Context: an optimization exercise on an open-source flow, tuned for small area, a short achievable clock period and few clock cycles per item. The choices shown serve that exercise and are no tape-out recipe.
Where RTL was checked, it was by simulation tests only, not by an equivalence proof against the original.
Only the layout flow was run in run 2; the RTL was not checked for function there.
Power figures rest on the tool's default switching activity, not on a simulated workload.

==> flow/design.v, too long to show whole: its modules and the start of the top module <==
// module bmlp_top: 1402 lines
module bmlp_top(
  input  wire       clk,
  input  wire       rst,
  input  wire       start,
  output reg  [6:0] dmem_addr,
  input  wire [8:0] dmem_data,
  output reg        done,
  output reg        bin_class
);
  // ...
==> flow/run.sh <==
#!/bin/bash
# synth_recipe.tcl (not shown) runs the flow's synth.tcl, then flattens the netlist and writes it again
# the make line also repeats each setting of config.mk as NAME=value (left out here)
make -C /OpenROAD-flow-scripts/flow DESIGN_CONFIG=/design/flow/config.mk WORK_HOME=/design/flow/orfs CLKGATE_MAP_FILE= SYNTH_SCRIPT=/design/flow/synth_recipe.tcl finish
==> flow/config.mk <==
export PLATFORM = sky130hd
export DESIGN_NAME = bmlp_top
export DESIGN_NICKNAME = bmlp_top
export VERILOG_FILES = /design/flow/design.v
export SDC_FILE = /design/flow/constraint.sdc
export NUM_CORES = 4
export LEC_CHECK = 0
export ABC_CLOCK_PERIOD_IN_PS = 3000
export CAP_MARGIN = 20
export CORE_MARGIN = 2
export CORE_UTILIZATION = 60
export CTS_BUF_LIST = sky130_fd_sc_hd__clkbuf_4 sky130_fd_sc_hd__clkbuf_8
export CTS_CLUSTER_SIZE = 30
export SETUP_SLACK_MARGIN = 5
export SLEW_MARGIN = 20
export SYNTH_MEMORY_MAX_BITS = 8192
==> flow/constraint.sdc <==
create_clock -name core_clock -period 8.0 [get_ports {clk}]
set_input_delay 1.6000 -clock core_clock [delete_from_list [all_inputs] [get_ports {clk}]]
set_output_delay 1.6000 -clock core_clock [all_outputs]
set_load 0.01 [all_outputs]
==> results.toml, run 1 <==
[pwr]
p_leak_nw = 18.65
power_leader = "sequential cells"
p_comb_share_pct = 34.6
switching_share_pct = 32.35
switchingPower_mw = 4.348

[synthesis]
syn-num-nets = 4666
synth-compound-area-share_pct = 13.19
ys_ff_latch = 705
synth_xor_area_share_pct = 9.629

[status]
status = "no timing/DRC/antenna violations"

[final_layout]
seq_area_sq_mm = 0.01523
final_core_util_pct = 67.71

[placed_design]
dpl_cell_area_sq_mm = 0.04062
port_buffers = 20
dpl.hpwl_microns = 78590
dp_cells = 4872

[worst_setup_path]
path_max_fanout = 15
required_ns = 8.56
endpoint_kind = "flop"
cp_cell_sequence = "inv_1 > ha_1 > nand2b_1 > nand2_1 > nor2_1 > o21ai_0 > o211ai_1"
setup.worst_path.class = "reg2reg"
critPathCapture = "pw[7]"
slowest_stage = "ha_1"

[route]
num_vias = 31450
dr.first_iter.drc_count = 3666
viasPerCell = 6.097
m1WireLength_microns = 48020

[cts]
ctsHoldBuffers = 0
clock_sinks = 705
clk_path_buf_depth = 3
path_clk_slew_ns = 0.06
cts_max_level = 3
numCtsBuffers = 114
cts_tree = "yes"

[floorplan]
die_x_microns = 262.3
initial_core_util_pct = 60.77

[min_path]
min_path_cells = 0

[sta]
tns_ns = 0

[global_route]
grtUsageMet1_pct = 42.99
grt_max_degree = 121
antenna_found_initial = 2
Testbench counts, summed over its fixed seeds: cycles 23,688, items 128.
==> run 2, diff against run 1 <==
--- a/flow/design.v
+++ b/flow/design.v
@@ -4,16 +4,18 @@
   input  wire       rst,
   input  wire       start,
   output reg  [6:0] dmem_addr,
   input  wire [8:0] dmem_data,
   output reg        done,
   output reg        bin_class
 );
   reg        busy;
+  reg  [7:0] ka;
+  reg  [5:0] oa;
   reg  [7:0] k;           
   reg  [5:0] o;           
   reg  [8:0] d;           
   reg  [9:0] init0;       
   reg  [9:0] init1;
   reg  [59:0] b1;         
   always @(posedge clk) begin
     if (~rst) begin
@@ -36,31 +38,33 @@
         end else
           dmem_addr <= 7'd0;
       end
     end
   end
   always @(posedge clk) begin
     o <= ~busy ? 6'd63 : (k == 8'd145) ? 6'd0 : (o == 6'd63) ? 6'd63 : o + 6'd1;
     d <= dmem_data;
+    ka <= (start & ~busy) ? 8'd0 : ka + 8'd1;       
+    oa <= (k == 8'd145) ? 6'd0 : oa + 6'd1;           
     init0[0] <= busy && (k == 8'd0);
     init0[1] <= busy && (k == 8'd16);
     init0[2] <= busy && (k == 8'd32);
     init0[3] <= busy && (k == 8'd48);
     init0[4] <= busy && (k == 8'd64);
     init0[5] <= busy && (k == 8'd80);
     init0[6] <= busy && (k == 8'd96);
     init0[7] <= busy && (k == 8'd112);
     init0[8] <= busy && (k == 8'd128);
     init0[9] <= busy && (k == 8'd144);
     init1 <= init0;
   end
   reg [26:0] wrom;
   always @(*) begin
-    case (k)
+    case (ka)
       8'd0: wrom = 27'h62;
       8'd1: wrom = 27'hf4;
       8'd2: wrom = 27'h92;
       8'd3: wrom = 27'h6b;
       8'd4: wrom = 27'hd8;
       8'd5: wrom = 27'h146;
       8'd6: wrom = 27'h1b4;
       8'd7: wrom = 27'h62;
@@ -1173,17 +1177,17 @@
   always @(posedge clk) begin a26_0 <= sk27_s; cy26_0 <= sk27_G8_8; end
   reg [5:0] hi26;
   always @(posedge clk) hi26 <= (init1[5] ? 6'd38 : hi26) + {5'd0, cy26_0};
   always @(posedge clk) if (init1[8]) b1[57] <= ~hi26[5];
   reg  [23:0] b2;
   reg  [6:0]  b3;
   reg  [59:0] prom;
   always @(*) begin
-    case (o)
+    case (oa)
       6'd0: prom = 60'hfffffffffffffff;  
       6'd1: prom = 60'h5dcf29c2d813c1d;  
       6'd2: prom = 60'heebd4f815eafd7d;  
       6'd3: prom = 60'h1c62972546e5757;  
       6'd4: prom = 60'hcd484944d615bea;  
       6'd5: prom = 60'h7af58ff61fa9793;  
       6'd6: prom = 60'ha08b4725884e619;  
       6'd7: prom = 60'h580d716c96eb63c;  
==> flow/config.mk (replaced) <==
export PLATFORM = sky130hd
export DESIGN_NAME = bmlp_top
export DESIGN_NICKNAME = bmlp_top
export VERILOG_FILES = /design/flow/design.v
export SDC_FILE = /design/flow/constraint.sdc
export NUM_CORES = 4
export LEC_CHECK = 0
export ABC_CLOCK_PERIOD_IN_PS = 3000
export CAP_MARGIN = 20
export CORE_MARGIN = 2
export CORE_UTILIZATION = 60
export SETUP_SLACK_MARGIN = 5
export SLEW_MARGIN = 20
export SYNTH_MEMORY_MAX_BITS = 8192
==> results.toml, run 2 <==
[global_route]
grt_pass1_vias = 29980
antenna_found_initial = 2
grt_max_degree = 96
grt_usage_pct = 30.79
gr-total-overflow = 0
grt_pass1_wl_microns = 168900

[placed_design]
dpl.hpwl_microns = 71440
port_buffers = 20
dpl_cell_area_sq_mm = 0.04127
gp_congestion = 1.059

[cts]
clk_path_buf_depth = 3
clock_latency_ns = 0.63
cts_max_level = 3
numCtsBuffers = 79
cts_tree = "yes"
clock_sinks = 719
path_clk_slew_ns = 0.06
clock_tree.root_cell = "clkbuf_16"

[job]
max_cap_viol_count = 0

[worst_setup_path]
crit_arrival_ns = 3.63
reg2reg_slack_ns = 4.94
path_max_fanout = 29
crit_path_start_kind = "flop"
setup.worst_path.class = "reg2reg"
required_ns = 8.56
endpoint_kind = "flop"

[route]
route.detailed.drc = 0
viasPerCell = 5.911
wl_microns = 108400
first_pass_iters = 9
m1WireLength_microns = 46180
ant_nets = 0
num_vias = 30570
dr_wl_met2_microns = 48850
dr.first_iter.drc_count = 2899
wl_met3_microns = 7798
top_layer = "met4"
wire_per_inst_microns = 20.96

[floorplan]
ioPinCount = 21
die_x_microns = 264.3
placementRows = 95
die_y_microns = 264.3
initial_core_util_pct = 60.51
die_area_sq_mm = 0.06983
core_area_sq_mm = 0.06716

[final_layout]
synthToLayoutAreaGrowth_pct = 11.54
final_nets = 4710
mostFrequentLayoutCell = "dfxtp_1"
final_cell_area_sq_mm = 0.04533
drive_above_1_share_pct = 10.00
reg.largest.list = "b1 (60), pw (60)"
layout_common_cells = "dfxtp_1 (578), xnor2_1 (382), nor2_1 (336)"

[sta]
timing.final.crit_share_pct = 38.28
tightest_slew_ns = 1.091
relSlewSlack_pct = 26.98
tns_ns = 0
fmax_mhz = 326.6
slew_viol_final = 0
setup_viol = 0
finalHoldViolCount = 0
period_needed_ns = 3.062
clock_skew_ns = 0.02756
grt_setup_unrepaired = "true"

[synthesis]
ys_types = 84
synth_seq_area_share_pct = 37.96
synthArstFlopShare_pct = 0
yosysMostFrequentCell = "dfxtp_1"
netlist_instances = 4288
netlist_top_cells_area = "dfxtp_1 (30%), ha_1 (9.2%), xnor2_1 (8.3%)"
synth_area_per_cell_sq_um = 9.477
ys_ff_latch = 719
synth_edf_count = 103
synthTopCellsByCount = "dfxtp_1 (616), xnor2_1 (383), nor2_1 (341)"
yosysTopAreaCellShare_pct = 30.34
syn-num-nets = 4764
yosys_warnings = 2
synth_ff_type = "dfxtp_1"
syn_area_sq_mm = 0.04064
yosysTopAreaCell = "dfxtp_1"

[pwr]
power.density_cell_area_mw_per_mm2 = 346.5
vdd_drop_max_mv = 0.2645
p_leak_nw = 19.12

[status]
status = "no timing/DRC/antenna violations"

[min_path]
hp-class = "reg2reg"
==> run 2: cell families (layout without fill, tap and decap cells) <==
kind of cell,count (synthesis),after routing,synth area share [%]
muxes,50,50,1.539
buffers and inverters,563,573,5.409
adders and majority gates,464,464,17.35
AOI/OAI and AO/OA,804,804,12.95
xor gates and xnor gates,451,451,9.720
DFF,719,719,37.96
other,0,1,0
and+or+nand+nor,1237,1237,15.07
==> run 2: worst paths after layout <==
| kind | depth (start not counted) | endpoint | from |
|---|---|---|---|
| max | 7 | w0[3] | ka[2] |
| min | 0 | init1[7] | init0[7] |
| max reg2reg | 7 | w0[3] | ka[2] |
| min reg2reg | 0 | init1[7] | init0[7] |
==> run 2: where the power goes <==
group	leakage (nW)	switching (mW)	total, mW	internal [mW]
logic	11.7	3.40	6.41	3.01
clock network	1.37	1.53	3.85	2.32
registers	6.09	0.534	5.45	4.91
==> run 2: routing by layer <==
metal / global-route usage, % / vias to the layer above
met3: 5.472 / 346
met1: 40.89 / 14490
met4: 14.42 / 0
met5: 0 / -
met2: 48.96 / 1284
li1: - / 14460
==> run 2: metrics by stage <==
step,setup slack (ns),hold slack (ns),total power [mW],utilization [%],std cells
2_1_floorplan,4.942,0.3096,10.15,-,4288
3_3_place_gp,4.233,0.3116,11.30,61.46,4961
3_5_place_dp,4.119,0.3128,11.50,61.46,4961
4_1_cts,4.969,0.3266,15.57,66.76,5142
5_1_grt,4.920,0.3322,16.90,67.49,5171
6_report,4.938,0.3273,15.71,67.49,5172
==> run 2: worst max-delay path, cell delays in order, from the launching register on <==
cell      delay, ns
dfxtp_2        0.68
inv_1          0.46
fa_1           0.60
nand2b_1       0.24
o22ai_1        0.17
or4_1          0.55
o211ai_1       0.11
o21a_1         0.17
==> run 2: timing repair <==
item | in CTS | in global routing
gates resized for setup | 96 | 68
hold buffers | 0 | 0
buffers inserted | 31 | 25
setup endpoints to repair | 114 | 69
pin swaps | 12 | 33
cloned | 5 | 4
==> run 2: layout make-up <==
class                      count  area (sq um)
antenna                        1         2.502
clock buffer                 110          2341
clock inverter                35         471.7
fill                        5358         21830
inverter                     292          1105
multi-input combinational   3006         23420
sequential                   719         15490
tap                          873          1092
timing repair buffer         136          1396

-- static timing again, ports no longer ideal --
Ports are ideal in the flow. The routed layouts listed here were re-timed in OpenROAD. Step 1 (the two cells are an assumption about what drives the block):
set clk [get_ports {clk}]
set_driving_cell -lib_cell sky130_fd_sc_hd__clkbuf_16 $clk
set_driving_cell -lib_cell sky130_fd_sc_hd__buf_2 [delete_from_list [all_inputs] $clk]
Step 2 adds t to the input delays and takes it off the output delays; t is the mean of the earliest and latest rising clock arrival at the registers after step 1. Input paths then give back, and output paths get back, about the clock's delay inside the block. Three values: ideal, step 1, step 2; two values: the first two.
| run | shift t [ns] | setup WS [ns] | hold slack, ns | latest minus earliest clock arrival (ns) | pins driven straight from the clock port |
|---|---|---|---|---|---|
| run 1 | 0.799 | 5.018 / 4.989 / 4.584 | 0.325 / 0.325 / 0.325 | 0.057 / 0.058 | 1 |
| run 2 | 0.686 | 4.938 / 4.938 / 4.938 | 0.327 / 0.327 / 0.327 | 0.029 / 0.029 | 1 |
After both steps every run listed still meets setup and hold. For run 1, which loses most, drivers alone change the setup slack by -0.029 ns; drivers and shift together by -0.434 ns.
